What follows belongs to an exercise in optimizing a design on an open flow for small area and a short achievable clock period; a production flow would make more cautious choices. The RTL was checked by simulation tests, not by an equivalence proof against the original design. No driver is modelled on the clock port, so clock power and skew are understated where the tree is cut down; a real chip needs a root buffer or a tree. Power is estimated from default activity; no workload was simulated.

== delta ==
==> module UART_TX_CTRL, before the edit <==
module UART_TX_CTRL (
    input  wire       CLK,
    input  wire       rst,
    input  wire       send,
    input  wire [7:0] data,      
    output wire       ready,
    output wire       tail,      
    output wire       UART_TX
);
localparam [1:0] RDY  = 2'b01,
                 LOAD = 2'b10,
                 SEND = 2'b11;
reg        tx_bit;
reg  [1:0] tx_state;
reg  [3:0] index;
reg  [3:0] tx_tmr;
wire       bit_done = (tx_tmr == 4'd15);
always @(posedge CLK) begin
    if (rst)
        tx_state <= RDY;
    else
    case (tx_state)
        RDY:
            if (send)
                tx_state <= LOAD;
        LOAD:
            tx_state <= SEND;
        SEND:
            if (bit_done)
                tx_state <= (index == 4'd10) ? RDY : LOAD;
        default:
            tx_state <= RDY;
    endcase
end
always @(posedge CLK) begin
    if (rst || tx_state == RDY)
        tx_tmr <= 4'd0;
    else
        tx_tmr <= tx_tmr ^ {&tx_tmr[2:0], &tx_tmr[1:0], tx_tmr[0], 1'b1};
end
always @(posedge CLK) begin
    if (rst || tx_state == RDY)
        index <= 4'd0;
    else if (tx_state == LOAD)
        index <= index ^ {&index[2:0], &index[1:0], index[0], 1'b1};
end
reg frame_bit;
always @(*) begin
    case (index)
        4'd0: frame_bit = 1'b0;
        4'd1: frame_bit = data[0];
        4'd2: frame_bit = data[1];
        4'd3: frame_bit = data[2];
        4'd4: frame_bit = data[3];
        4'd5: frame_bit = data[4];
        4'd6: frame_bit = data[5];
        4'd7: frame_bit = data[6];
        4'd8: frame_bit = data[7];
        default: frame_bit = 1'b1;
    endcase
end
always @(posedge CLK) begin
    if (rst || tx_state == RDY)
        tx_bit <= 1'b1;
    else if (tx_state == LOAD)
        tx_bit <= frame_bit;
end
assign UART_TX = tx_bit;
assign ready   = (tx_state == RDY);
assign tail    = index[3] & (index[1] | index[0]);
endmodule
==> module UART_RX_CTRL, before the edit <==
module UART_RX_CTRL (
    input  wire       CLK,
    input  wire       rst,
    input  wire       UART_RX,
    output reg  [7:0] recv_data,
    output wire       vald_data,
    output wire       vald_next    
);
localparam [2:0] WAIT_START  = 3'b001,
                 STORE_START = 3'b010,
                 STORE_DATA  = 3'b011,
                 STORE_STOP  = 3'b100,
                 STORE_LAST  = 3'b101;
reg  [2:0] rx_reg;
reg  [2:0] rx_state;
reg  [3:0] rx_tmr;
reg  [2:0] bit_count;
wire startbit_detected = rx_state[0] & rx_reg[2] & ~rx_reg[1];
wire sample_point      = (rx_tmr == 4'd0);
always @(posedge CLK) begin
    if (rst)
        rx_reg <= 3'd0;
    else
        rx_reg <= {rx_reg[1:0], UART_RX};
end
always @(posedge CLK) begin
    if (rst || startbit_detected)
        rx_tmr <= 4'd0;
    else
        rx_tmr <= rx_tmr ^ {&rx_tmr[2:0], &rx_tmr[1:0], rx_tmr[0], 1'b1};
end
always @(posedge CLK) begin
    if (rst) begin
        rx_state  <= WAIT_START;
        bit_count <= 3'd0;
    end
    else
    case (rx_state)
        WAIT_START:
            if (startbit_detected) begin
                rx_state  <= STORE_START;
                bit_count <= 3'd0;
            end
        STORE_START:
            if (sample_point)
                rx_state <= rx_reg[1] ? WAIT_START : STORE_DATA;
        STORE_DATA:
            if (sample_point) begin
                recv_data <= {rx_reg[1], recv_data[7:1]};
                if (bit_count == 3'd7)
                    rx_state <= STORE_STOP;
                else
                    bit_count <= bit_count ^ {&bit_count[1:0], bit_count[0], 1'b1};
            end
        STORE_STOP:
            if (sample_point)
                rx_state <= rx_reg[1] ? STORE_LAST : WAIT_START;
        default:
            rx_state <= WAIT_START;
    endcase
end
assign vald_data = (rx_state == STORE_LAST);
assign vald_next = !rst && (rx_state == STORE_STOP) && sample_point && rx_reg[1];
endmodule
==> module UART, before the edit <==
module UART (
    input  wire CLK,        
    input  wire rst,        
    input  wire btn_0,      
    output wire UART_TX,    
    input  wire UART_RX     
);
localparam [1:0] WAIT_ACTI = 2'd0,
                 SEND_CHAR = 2'd1,
                 RDY       = 2'd2,
                 WAIT_RDY  = 2'd3;
localparam       BTN       = 1'b0,
                 PARROT    = 1'b1;
reg  [1:0] uart_state;
reg  [3:0] str_idx;
reg        send_mode;
reg        send_char;
reg  [7:0] btn_char;
wire       ready;
wire       tail;
wire [7:0] recv_data;
wire       vald_data;
wire [7:0] cur;
wire       nempty;
wire       full;
wire       vald_next;
wire       nempty_d;
wire       full_d;
reg        w_enable;
reg        r_enable;
wire       acti_d = (uart_state == WAIT_ACTI && !r_enable && !btn_0) ||
                    (uart_state == WAIT_RDY && ready && (send_mode == PARROT || str_idx == 4'd8));
always @(posedge CLK) begin
    w_enable <= vald_next && !full_d;
    r_enable <= !rst && acti_d && nempty_d;
end
always @(*) begin
    case (str_idx[2:0])
        3'd1: btn_char = 8'h02;  
        3'd2: btn_char = 8'h41;  
        3'd3: btn_char = 8'h52;  
        3'd4: btn_char = 8'h54;  
        3'd5: btn_char = 8'h59;  
        3'd6: btn_char = 8'h0D;  
        3'd7: btn_char = 8'h0A;  
        default: btn_char = 8'h03;  
    endcase
end
UART_TX_CTRL uart_tx_ctrl (
    .CLK(CLK),
    .rst(rst),
    .send(send_char),
    .data(send_mode == PARROT ? cur : btn_char),
    .ready(ready),
    .tail(tail),
    .UART_TX(UART_TX)
);
UART_RX_CTRL uart_rx_ctrl (
    .CLK(CLK),
    .rst(rst),
    .UART_RX(UART_RX),
    .recv_data(recv_data),
    .vald_data(vald_data),
    .vald_next(vald_next)
);
FIFO fifo (
    .CLK(CLK),
    .rst(rst),
    .w_enable(w_enable),
    .r_enable(r_enable),
    .allow(uart_state == WAIT_ACTI || send_mode == BTN || tail),
    .w_data(recv_data),
    .cur(cur),
    .nempty(nempty),
    .full(full),
    .nempty_d(nempty_d),
    .full_d(full_d)
);
always @(posedge CLK) begin
    if (rst) begin
        uart_state <= WAIT_ACTI;
        send_mode  <= BTN;
    end
    else
    case (uart_state)
        WAIT_ACTI:
            if (r_enable) begin
                uart_state <= SEND_CHAR;
                send_mode  <= PARROT;
            end
            else if (btn_0) begin
                uart_state <= SEND_CHAR;
                send_mode  <= BTN;
            end
        SEND_CHAR:
            uart_state <= RDY;
        RDY:
            uart_state <= WAIT_RDY;
        WAIT_RDY:
            if (ready) begin
                if (send_mode == PARROT || str_idx == 4'd8)
                    uart_state <= WAIT_ACTI;
                else
                    uart_state <= SEND_CHAR;
            end
    endcase
end
always @(posedge CLK) begin
    if (rst || uart_state == WAIT_ACTI)
        str_idx <= 4'd0;
    else if (uart_state == SEND_CHAR)
        str_idx <= str_idx ^ {&str_idx[2:0], &str_idx[1:0], str_idx[0], 1'b1};
end
always @(posedge CLK) begin
    if (rst)
        send_char <= 1'b0;
    else
        send_char <= (uart_state == SEND_CHAR);
end
endmodule
clock: 10.0 ns
lec_check: 0
abc_area: 1
cap_margin: 20
core_margin: 2
core_utilization: 65
slew_margin: 20
standard.sh (not shown) runs the stock make flow with config.mk's settings and CLKGATE_MAP_FILE= SYNTH_SCRIPT=/design/flow/synth_recipe.tcl, a recipe that flattens the netlist after the stock synthesis.
==> flow/flow/run.sh <==
#!/bin/bash
# The standard layout flow (standard synthesis unchanged), with
#  - a buf_4 on each port instead of the default port buffer,
#  - clock-tree sink clusters of up to 36 flip-flops within 100 um, no dummy loads,
#  - the clock tree rebuilt as four levels of inv_16 (post_cts.tcl,
#    retree.tcl): the leaf clusters of the CTS tree are kept, each now
#    driven by an inv_16; above them the clock port drives four inv_16,
#    each driving three, each driving two that drive the leaves; a leaf
#    with a flip-flop clock slew over 112 ps is split in two,
#  - timing repair aiming at a setup slack of SETUP_MARGIN ns.
set -uo pipefail
F=$(pwd)/flow
SETUP_MARGIN=${SETUP_MARGIN:-7.2}
export FANOUTS="4 3 2"
export CELLS="sky130_fd_sc_hd__inv_16 sky130_fd_sc_hd__inv_16 sky130_fd_sc_hd__inv_16"
export LEAFCELL=sky130_fd_sc_hd__inv_16
bash standard.sh \
  BUFFER_PORTS_ARGS="-buffer_cell sky130_fd_sc_hd__buf_4" \
  CTS_ARGS="-sink_clustering_enable -repair_clock_nets -sink_clustering_size 36 -sink_clustering_max_diameter 100 -dont_use_dummy_load" \
  SKIP_CTS_REPAIR_TIMING=1 POST_CTS_TCL=$F/post_cts.tcl \
  SETUP_SLACK_MARGIN=$SETUP_MARGIN \
  finish > standard.log 2>&1
Other scripts of this flow, unchanged in this note and not shown: flow/flow/post_cts.tcl, flow/flow/retree.tcl
Here is what was changed in the inputs of juniper compared with delta.
diff --git a/flow/design.v b/flow/design.v
--- a/flow/design.v
+++ b/flow/design.v
@@ -2,7 +2,9 @@
     input  wire       CLK,
     input  wire       rst,
     input  wire       send,
-    input  wire [7:0] data,      
+    input  wire       mode,      
+    input  wire [7:0] cur,       
+    input  wire [2:0] char,      
     output wire       ready,
     output wire       tail,      
     output wire       UART_TX
@@ -44,18 +46,31 @@
     else if (tx_state == LOAD)
         index <= index ^ {&index[2:0], &index[1:0], index[0], 1'b1};
 end
+reg  [7:0] btn_char;
+always @(*) begin
+    case (char)
+        3'd1: btn_char = 8'h02;  
+        3'd2: btn_char = 8'h41;  
+        3'd3: btn_char = 8'h52;  
+        3'd4: btn_char = 8'h54;  
+        3'd5: btn_char = 8'h59;  
+        3'd6: btn_char = 8'h0D;  
+        3'd7: btn_char = 8'h0A;  
+        default: btn_char = 8'h03;  
+    endcase
+end
 reg frame_bit;
 always @(*) begin
     case (index)
         4'd0: frame_bit = 1'b0;
-        4'd1: frame_bit = data[0];
-        4'd2: frame_bit = data[1];
-        4'd3: frame_bit = data[2];
-        4'd4: frame_bit = data[3];
-        4'd5: frame_bit = data[4];
-        4'd6: frame_bit = data[5];
-        4'd7: frame_bit = data[6];
-        4'd8: frame_bit = data[7];
+        4'd1: frame_bit = mode ? cur[0] : btn_char[0];
+        4'd2: frame_bit = mode ? cur[1] : btn_char[1];
+        4'd3: frame_bit = mode ? cur[2] : btn_char[2];
+        4'd4: frame_bit = mode ? cur[3] : btn_char[3];
+        4'd5: frame_bit = mode ? cur[4] : btn_char[4];
+        4'd6: frame_bit = mode ? cur[5] : btn_char[5];
+        4'd7: frame_bit = mode ? cur[6] : btn_char[6];
+        4'd8: frame_bit = mode ? cur[7] : btn_char[7];
         default: frame_bit = 1'b1;
     endcase
 end
@@ -101,10 +116,8 @@
         rx_tmr <= rx_tmr ^ {&rx_tmr[2:0], &rx_tmr[1:0], rx_tmr[0], 1'b1};
 end
 always @(posedge CLK) begin
-    if (rst) begin
+    if (rst)
         rx_state  <= WAIT_START;
-        bit_count <= 3'd0;
-    end
     else
     case (rx_state)
         WAIT_START:
@@ -281,7 +294,6 @@
 reg  [3:0] str_idx;
 reg        send_mode;
 reg        send_char;
-reg  [7:0] btn_char;
 wire       ready;
 wire       tail;
 wire [7:0] recv_data;
@@ -300,23 +312,13 @@
     w_enable <= vald_next && !full_d;
     r_enable <= !rst && acti_d && nempty_d;
 end
-always @(*) begin
-    case (str_idx[2:0])
-        3'd1: btn_char = 8'h02;  
-        3'd2: btn_char = 8'h41;  
-        3'd3: btn_char = 8'h52;  
-        3'd4: btn_char = 8'h54;  
-        3'd5: btn_char = 8'h59;  
-        3'd6: btn_char = 8'h0D;  
-        3'd7: btn_char = 8'h0A;  
-        default: btn_char = 8'h03;  
-    endcase
-end
 UART_TX_CTRL uart_tx_ctrl (
     .CLK(CLK),
     .rst(rst),
     .send(send_char),
-    .data(send_mode == PARROT ? cur : btn_char),
+    .mode(send_mode),
+    .cur(cur),
+    .char(str_idx[2:0]),       
     .ready(ready),
     .tail(tail),
     .UART_TX(UART_TX)
## What came out
Diff juniper and delta: global-route usage higher in juniper
Sort juniper and delta by overall power after layout, descending, and juniper comes first.
Diff delta -> juniper | combinational cell power | decrease of about 14%
Antenna cell count in juniper vs delta: up 2
Higher routed wire length goes to juniper over delta.
| cell-internal power | delta vs juniper | ≈ equal |
Relative to delta, the global-route wire length before repair of juniper is higher by 9300 um.
juniper vs. delta: core utilization was more or less identical; cell area after layout barely changed.
No run of this note takes its clock network from TritonCTS; it comes from the design's own scripts or RTL.

## port drivers added, routing unchanged
How much do the figures lean on ideal ports? The routed layouts below were timed once more, with nothing changed but the port constraints.
Step 1, drivers: a clkbuf_16 drives CLK and a buf_2 each remaining input, both assumed.
Step 2 also shifts input and output timing later by t, the mid clock arrival at the registers, as if the neighbouring blocks saw the same clock.
a / b / c = no drivers / after step 1 / after step 2; a / b = the first two.
| run | shift t [ns] | slack for setup (ns) | worst setup path after step 2 | clock arrival spread, ns |
|---|---|---|---|---|
| delta | 0.542 | 7.231 / 7.000 / 6.988 | input to register | 0.037 / 0.039 |
| juniper | 0.545 | 7.220 / 7.012 / 6.881 | input to register | 0.041 / 0.042 |
After both steps every run listed still meets setup and hold. The setup slack of juniper, which loses most, moves by -0.208 ns with the drivers and by -0.339 ns with both steps.
